Context: an optimization exercise on an open-source flow, tuned for small area and a short achievable clock period. The choices shown serve that exercise and are no tape-out recipe. Only simulation tests tie the RTL to the original design; equivalence was not proved. No activity file was given, so power comes from the tool's default toggle rates.

==> branch xenon: inputs <==
==> flow/design.v (excerpt) <==
module Fir(reset_n,clk,x_in,y_out);
input reset_n,clk;
input [15:0]x_in;
output [23:0]y_out;
reg [13:0]r4;
reg [17:0]r3;
reg [17:0]r2;
reg [17:0]r1;
reg c3_9;
reg c2_9;
reg c1_9;
wire zx;
wire [17:0]a3_s;
wire [18:0]a3_c;
wire [17:0]a3_r;
wire [18:0]a3_k;
wire [17:0]a2_s;
wire [18:0]a2_c;
wire [17:0]a2_r;
wire [18:0]a2_k;
wire [17:0]a1_s;
wire [18:0]a1_c;
wire [17:0]a1_r;
wire [18:0]a1_k;
wire [17:0]r1i9;
wire [13:0]yg;
wire [13:0]yp;
wire [13:0]yt;
wire [17:0]y;
wire yh1;
wire yh2;
assign zx=~(x_in[2]|x_in[1]|x_in[0]);    
fadd u1(.a(x_in[0]),.b(~x_in[3]),.c(r4[0]),.s(a3_s[0]),.co(a3_c[1]));
fadd u2(.a(x_in[1]),.b(~x_in[4]),.c(r4[1]),.s(a3_s[1]),.co(a3_c[2]));
fadd u3(.a(x_in[2]),.b(~x_in[5]),.c(r4[2]),.s(a3_s[2]),.co(a3_c[3]));
fadd u4(.a(x_in[3]),.b(~x_in[6]),.c(r4[3]),.s(a3_s[3]),.co(a3_c[4]));
fadd u5(.a(x_in[4]),.b(~x_in[7]),.c(r4[4]),.s(a3_s[4]),.co(a3_c[5]));
fadd u6(.a(x_in[5]),.b(~x_in[8]),.c(r4[5]),.s(a3_s[5]),.co(a3_c[6]));
fadd u7(.a(x_in[6]),.b(~x_in[9]),.c(r4[6]),.s(a3_s[6]),.co(a3_c[7]));
fadd u8(.a(x_in[7]),.b(~x_in[10]),.c(r4[7]),.s(a3_s[7]),.co(a3_c[8]));
fadd u9(.a(x_in[8]),.b(~x_in[11]),.c(r4[8]),.s(a3_s[8]),.co(a3_c[9]));
fadd u10(.a(x_in[9]),.b(~x_in[12]),.c(r4[9]),.s(a3_s[9]),.co(a3_c[10]));
fadd u11(.a(x_in[10]),.b(~x_in[13]),.c(r4[10]),.s(a3_s[10]),.co(a3_c[11]));
fadd u12(.a(x_in[11]),.b(~x_in[14]),.c(r4[11]),.s(a3_s[11]),.co(a3_c[12]));
fadd u13(.a(x_in[12]),.b(~x_in[15]),.c(r4[12]),.s(a3_s[12]),.co(a3_c[13]));
assign a3_s[13]=~(x_in[13]^r4[13]);
assign a3_c[14]=x_in[13]|r4[13];
assign a3_s[14]=~(x_in[14]^a3_c[14]);
assign a3_c[15]=x_in[14]|a3_c[14];
  ...
==> module yadd, before the edit <==
module yadd(gn,pn,t,h,h1,h2,h3,y);
input [13:0]gn,pn,t;
input [3:0]h;
input h1,h2,h3;    
output [17:0]y;
wire G0_1,G0_2,P0_2,G0_3,P0_3,G0_4,P0_4,G0_5,P0_5,G0_6,P0_6,G0_7,P0_7,G0_8,P0_8,G0_9,P0_9,G0_10,P0_10,G0_11,P0_11,G0_12,P0_12,G0_13,P0_13,G1_2,G1_3,G1_4,P1_4,G1_5,P1_5,G1_6,P1_6,G1_7,P1_7,G1_8,P1_8,G1_9,P1_9,G1_10,P1_10,G1_11,P1_11,G1_12,P1_12,G1_13,P1_13,G2_4,G2_5,G2_6,G2_7,G2_8,P2_8,G2_9,P2_9,G2_10,P2_10,G2_11,P2_11,G2_12,P2_12,G2_13,P2_13,G3_8,G3_9,G3_10,G3_11,G3_12,G3_13;
assign G0_1=~gn[1]|(~pn[1]&~gn[0]);
assign G0_2=~gn[2]|(~pn[2]&~gn[1]);
assign P0_2=~pn[2]&~pn[1];
assign G0_3=~gn[3]|(~pn[3]&~gn[2]);
assign P0_3=~pn[3]&~pn[2];
assign G0_4=~gn[4]|(~pn[4]&~gn[3]);
assign P0_4=~pn[4]&~pn[3];
assign G0_5=~gn[5]|(~pn[5]&~gn[4]);
assign P0_5=~pn[5]&~pn[4];
assign G0_6=~gn[6]|(~pn[6]&~gn[5]);
assign P0_6=~pn[6]&~pn[5];
assign G0_7=~gn[7]|(~pn[7]&~gn[6]);
assign P0_7=~pn[7]&~pn[6];
assign G0_8=~gn[8]|(~pn[8]&~gn[7]);
assign P0_8=~pn[8]&~pn[7];
assign G0_9=~gn[9]|(~pn[9]&~gn[8]);
assign P0_9=~pn[9]&~pn[8];
assign G0_10=~gn[10]|(~pn[10]&~gn[9]);
assign P0_10=~pn[10]&~pn[9];
assign G0_11=~gn[11]|(~pn[11]&~gn[10]);
assign P0_11=~pn[11]&~pn[10];
assign G0_12=~gn[12]|(~pn[12]&~gn[11]);
assign P0_12=~pn[12]&~pn[11];
assign G0_13=~gn[13]|(~pn[13]&~gn[12]);
assign P0_13=~pn[13]&~pn[12];
assign G1_2=G0_2|(P0_2&~gn[0]);
assign G1_3=G0_3|(P0_3&G0_1);
assign G1_4=G0_4|(P0_4&G0_2);
assign P1_4=P0_4&P0_2;
assign G1_5=G0_5|(P0_5&G0_3);
assign P1_5=P0_5&P0_3;
assign G1_6=G0_6|(P0_6&G0_4);
assign P1_6=P0_6&P0_4;
assign G1_7=G0_7|(P0_7&G0_5);
assign P1_7=P0_7&P0_5;
assign G1_8=G0_8|(P0_8&G0_6);
assign P1_8=P0_8&P0_6;
assign G1_9=G0_9|(P0_9&G0_7);
assign P1_9=P0_9&P0_7;
assign G1_10=G0_10|(P0_10&G0_8);
assign P1_10=P0_10&P0_8;
assign G1_11=G0_11|(P0_11&G0_9);
assign P1_11=P0_11&P0_9;
assign G1_12=G0_12|(P0_12&G0_10);
assign P1_12=P0_12&P0_10;
assign G1_13=G0_13|(P0_13&G0_11);
assign P1_13=P0_13&P0_11;
assign G2_4=G1_4|(P1_4&~gn[0]);
assign G2_5=G1_5|(P1_5&G0_1);
assign G2_6=G1_6|(P1_6&G1_2);
assign G2_7=G1_7|(P1_7&G1_3);
assign G2_8=G1_8|(P1_8&G1_4);
assign P2_8=P1_8&P1_4;
assign G2_9=G1_9|(P1_9&G1_5);
assign P2_9=P1_9&P1_5;
assign G2_10=G1_10|(P1_10&G1_6);
assign P2_10=P1_10&P1_6;
assign G2_11=G1_11|(P1_11&G1_7);
assign P2_11=P1_11&P1_7;
assign G2_12=G1_12|(P1_12&G1_8);
assign P2_12=P1_12&P1_8;
assign G2_13=G1_13|(P1_13&G1_9);
assign P2_13=P1_13&P1_9;
assign G3_8=G2_8|(P2_8&~gn[0]);
assign G3_9=G2_9|(P2_9&G0_1);
assign G3_10=G2_10|(P2_10&G1_2);
assign G3_11=G2_11|(P2_11&G1_3);
assign G3_12=G2_12|(P2_12&G2_4);
assign G3_13=G2_13|(P2_13&G2_5);
assign y[0]=t[0];
assign y[1]=t[1]^~gn[0];
assign y[2]=t[2]^G0_1;
assign y[3]=t[3]^G1_2;
assign y[4]=t[4]^G1_3;
assign y[5]=t[5]^G2_4;
assign y[6]=t[6]^G2_5;
assign y[7]=t[7]^G2_6;
assign y[8]=t[8]^G2_7;
assign y[9]=t[9]^G3_8;
assign y[10]=t[10]^G3_9;
assign y[11]=t[11]^G3_10;
assign y[12]=t[12]^G3_11;
assign y[13]=t[13]^G3_12;
assign y[14]=h[0]^G3_13;
assign y[15]=h[1]^(G3_13&h1);
assign y[16]=h[2]^(G3_13&h2);
assign y[17]=h[3]^(G3_13&h3);
endmodule
export LEC_CHECK = 0
export CAP_MARGIN = 20
export CORE_MARGIN = 2
export CORE_UTILIZATION = 40
export CTS_BUF_LIST = sky130_fd_sc_hd__clkbuf_4 sky130_fd_sc_hd__clkbuf_8
export CTS_CLUSTER_SIZE = 30
export SETUP_SLACK_MARGIN = 0.0
export SLEW_MARGIN = 20
export SYNTH_HIERARCHICAL = 1
export SYNTH_MINIMUM_KEEP_SIZE = 0
create_clock -name core_clock -period 10.0 [get_ports {clk}]
standard.sh (not shown) runs the stock make flow with config.mk's settings and CLKGATE_MAP_FILE= SYNTH_SCRIPT=/design/flow/synth_recipe.tcl, a recipe that flattens the netlist after the stock synthesis.
==> flow/flow/run.sh <==
#!/bin/bash
# Own layout flow: the standard flow (standard.sh), with two changes:
#  - clock tree synthesis without dummy load cells (-dont_use_dummy_load),
#  - port buffers start from buf_1 instead of the flow's default choice.
# Each tool's output goes to the ORFS logs under orfs/logs/; make's own output
# goes to flow_make.log here.
set -euo pipefail
bash standard.sh \
  "CTS_ARGS=-sink_clustering_enable -repair_clock_nets -dont_use_dummy_load -sink_clustering_size 30 -buf_list {sky130_fd_sc_hd__clkbuf_4 sky130_fd_sc_hd__clkbuf_8}" \
  "BUFFER_PORTS_ARGS=-buffer_cell sky130_fd_sc_hd__buf_1" \
  finish > flow_make.log 2>&1
==> inputs of branch raven, as changes to branch xenon <==
--- a/flow/design.v
+++ b/flow/design.v
@@ -26,76 +26,44 @@
 input [3:0]h;
 input h1,h2,h3;    
 output [17:0]y;
-wire G0_1,G0_2,P0_2,G0_3,P0_3,G0_4,P0_4,G0_5,P0_5,G0_6,P0_6,G0_7,P0_7,G0_8,P0_8,G0_9,P0_9,G0_10,P0_10,G0_11,P0_11,G0_12,P0_12,G0_13,P0_13,G1_2,G1_3,G1_4,P1_4,G1_5,P1_5,G1_6,P1_6,G1_7,P1_7,G1_8,P1_8,G1_9,P1_9,G1_10,P1_10,G1_11,P1_11,G1_12,P1_12,G1_13,P1_13,G2_4,G2_5,G2_6,G2_7,G2_8,P2_8,G2_9,P2_9,G2_10,P2_10,G2_11,P2_11,G2_12,P2_12,G2_13,P2_13,G3_8,G3_9,G3_10,G3_11,G3_12,G3_13;
+wire G0_1,G0_3,P0_3,G0_5,P0_5,G0_7,P0_7,G0_9,P0_9,G0_11,P0_11,G0_13,P0_13,G1_2,G1_3,G1_6,P1_6,G1_7,P1_7,G1_10,P1_10,G1_11,P1_11,G2_4,G2_5,G2_6,G2_7,G2_12,P2_12,G2_13,P2_13,G3_8,G3_9,G3_10,G3_11,G3_12,G3_13;
 assign G0_1=~gn[1]|(~pn[1]&~gn[0]);
-assign G0_2=~gn[2]|(~pn[2]&~gn[1]);
-assign P0_2=~pn[2]&~pn[1];
 assign G0_3=~gn[3]|(~pn[3]&~gn[2]);
 assign P0_3=~pn[3]&~pn[2];
-assign G0_4=~gn[4]|(~pn[4]&~gn[3]);
-assign P0_4=~pn[4]&~pn[3];
 assign G0_5=~gn[5]|(~pn[5]&~gn[4]);
 assign P0_5=~pn[5]&~pn[4];
-assign G0_6=~gn[6]|(~pn[6]&~gn[5]);
-assign P0_6=~pn[6]&~pn[5];
 assign G0_7=~gn[7]|(~pn[7]&~gn[6]);
 assign P0_7=~pn[7]&~pn[6];
-assign G0_8=~gn[8]|(~pn[8]&~gn[7]);
-assign P0_8=~pn[8]&~pn[7];
 assign G0_9=~gn[9]|(~pn[9]&~gn[8]);
 assign P0_9=~pn[9]&~pn[8];
-assign G0_10=~gn[10]|(~pn[10]&~gn[9]);
-assign P0_10=~pn[10]&~pn[9];
 assign G0_11=~gn[11]|(~pn[11]&~gn[10]);
 assign P0_11=~pn[11]&~pn[10];
-assign G0_12=~gn[12]|(~pn[12]&~gn[11]);
-assign P0_12=~pn[12]&~pn[11];
 assign G0_13=~gn[13]|(~pn[13]&~gn[12]);
 assign P0_13=~pn[13]&~pn[12];
-assign G1_2=G0_2|(P0_2&~gn[0]);
+assign G1_2=~gn[2]|(~pn[2]&G0_1);
 assign G1_3=G0_3|(P0_3&G0_1);
-assign G1_4=G0_4|(P0_4&G0_2);
-assign P1_4=P0_4&P0_2;
-assign G1_5=G0_5|(P0_5&G0_3);
-assign P1_5=P0_5&P0_3;
-assign G1_6=G0_6|(P0_6&G0_4);
-assign P1_6=P0_6&P0_4;
+assign G1_6=~gn[6]|(~pn[6]&G0_5);
+assign P1_6=~pn[6]&P0_5;
 assign G1_7=G0_7|(P0_7&G0_5);
 assign P1_7=P0_7&P0_5;
-assign G1_8=G0_8|(P0_8&G0_6);
-assign P1_8=P0_8&P0_6;
-assign G1_9=G0_9|(P0_9&G0_7);
-assign P1_9=P0_9&P0_7;
-assign G1_10=G0_10|(P0_10&G0_8);
-assign P1_10=P0_10&P0_8;
+assign G1_10=~gn[10]|(~pn[10]&G0_9);
+assign P1_10=~pn[10]&P0_9;
 assign G1_11=G0_11|(P0_11&G0_9);
 assign P1_11=P0_11&P0_9;
-assign G1_12=G0_12|(P0_12&G0_10);
-assign P1_12=P0_12&P0_10;
-assign G1_13=G0_13|(P0_13&G0_11);
-assign P1_13=P0_13&P0_11;
-assign G2_4=G1_4|(P1_4&~gn[0]);
-assign G2_5=G1_5|(P1_5&G0_1);
-assign G2_6=G1_6|(P1_6&G1_2);
+assign G2_4=~gn[4]|(~pn[4]&G1_3);
+assign G2_5=G0_5|(P0_5&G1_3);
+assign G2_6=G1_6|(P1_6&G1_3);
 assign G2_7=G1_7|(P1_7&G1_3);
-assign G2_8=G1_8|(P1_8&G1_4);
-assign P2_8=P1_8&P1_4;
-assign G2_9=G1_9|(P1_9&G1_5);
-assign P2_9=P1_9&P1_5;
-assign G2_10=G1_10|(P1_10&G1_6);
-assign P2_10=P1_10&P1_6;
-assign G2_11=G1_11|(P1_11&G1_7);
-assign P2_11=P1_11&P1_7;
-assign G2_12=G1_12|(P1_12&G1_8);
-assign P2_12=P1_12&P1_8;
-assign G2_13=G1_13|(P1_13&G1_9);
-assign P2_13=P1_13&P1_9;
-assign G3_8=G2_8|(P2_8&~gn[0]);
-assign G3_9=G2_9|(P2_9&G0_1);
-assign G3_10=G2_10|(P2_10&G1_2);
-assign G3_11=G2_11|(P2_11&G1_3);
-assign G3_12=G2_12|(P2_12&G2_4);
-assign G3_13=G2_13|(P2_13&G2_5);
+assign G2_12=~gn[12]|(~pn[12]&G1_11);
+assign P2_12=~pn[12]&P1_11;
+assign G2_13=G0_13|(P0_13&G1_11);
+assign P2_13=P0_13&P1_11;
+assign G3_8=~gn[8]|(~pn[8]&G2_7);
+assign G3_9=G0_9|(P0_9&G2_7);
+assign G3_10=G1_10|(P1_10&G2_7);
+assign G3_11=G1_11|(P1_11&G2_7);
+assign G3_12=G2_12|(P2_12&G2_7);
+assign G3_13=G2_13|(P2_13&G2_7);
 assign y[0]=t[0];
 assign y[1]=t[1]^~gn[0];
 assign y[2]=t[2]^G0_1;
==> flow/flow/run.sh (replaced) <==
#!/bin/bash
# Own layout flow: the standard flow (standard.sh), with two changes:
#  - clock tree synthesis without dummy load cells (-dont_use_dummy_load),
#  - port buffers start from buf_2 instead of the flow's default choice.
# Each tool's output goes to the ORFS logs under orfs/logs/; make's own output
# goes to flow_make.log here.
set -euo pipefail
bash standard.sh \
  "CTS_ARGS=-sink_clustering_enable -repair_clock_nets -dont_use_dummy_load -sink_clustering_size 30 -buf_list {sky130_fd_sc_hd__clkbuf_4 sky130_fd_sc_hd__clkbuf_8}" \
  "BUFFER_PORTS_ARGS=-buffer_cell sky130_fd_sc_hd__buf_2" \
  finish > flow_make.log 2>&1
--- a/flow/config.mk
+++ b/flow/config.mk
@@ -10,7 +10,7 @@
 export CORE_UTILIZATION = 40
 export CTS_BUF_LIST = sky130_fd_sc_hd__clkbuf_4 sky130_fd_sc_hd__clkbuf_8
 export CTS_CLUSTER_SIZE = 30
-export SETUP_SLACK_MARGIN = 0.0
+export SETUP_SLACK_MARGIN = 4.3
 export SLEW_MARGIN = 20
 export SYNTH_HIERARCHICAL = 1
 export SYNTH_MINIMUM_KEEP_SIZE = 0
==> run notes <==
Branch xenon completed without violations. Branch raven completed without violations. Against branch xenon, the sequential share of layout area of branch raven is lower by 2.6 points. In branch raven the global-route usage is lower than in branch xenon, by 0.083 points. In branch xenon the wire length is smaller than in branch raven, by 6.6%. Flip-flop and latch count is the same in branch raven and branch xenon.
==> figures <==
| item | branch xenon | branch raven |
|---|---|---|
| Switching Fraction | 0.4199 | 0.4158 |
| Initial core utilization | 0.4114 | 0.4080 |
| M1 GR Usage | 0.1972 | 0.1988 |
| Resized Gates After CTS | 0 | 8 |
| Outcome | timing/DRC/antenna clean | timing/DRC/antenna clean |
| Die outline width | 109.6 µm | 111.5 µm |
| Portion of total power attributed to sequential cells | 0.338 | 0.304 |
| Sequential share of cell area | 0.3652 | 0.3396 |
| Data-path buffer share of cell area in the final layout | 0.02881 | 0.05429 |
| Final Critical Period | 6.280 ns | 5.594 ns |

==> port drivers added, routing unchanged <==
How much do the figures lean on ideal ports? The routed layouts below were timed once more, with nothing changed but the port constraints. Step 1 assumes that a clkbuf_16 drives the clock port and a buf_2 every other input. Step 2 adds t to the input delays and takes it off the output delays; t is the mean of the earliest and latest rising clock arrival at the registers after step 1. Input paths then give back, and output paths get back, about the clock's delay inside the block. a / b / c = ideal ports / drivers / drivers and shift; a / b = the first two.
run | t (ns) | slack for setup (ns) | worst register clock-pin slew, ns
branch xenon | 0.361 | 3.720 / 3.729 / 3.368 | 0.08 / 0.08
branch raven | 0.365 | 4.406 / 4.390 / 4.036 | 0.08 / 0.08
After both steps setup and hold are still met in every run listed. For branch raven, which loses most, drivers alone change the setup slack by -0.016 ns; drivers and shift together by -0.370 ns.
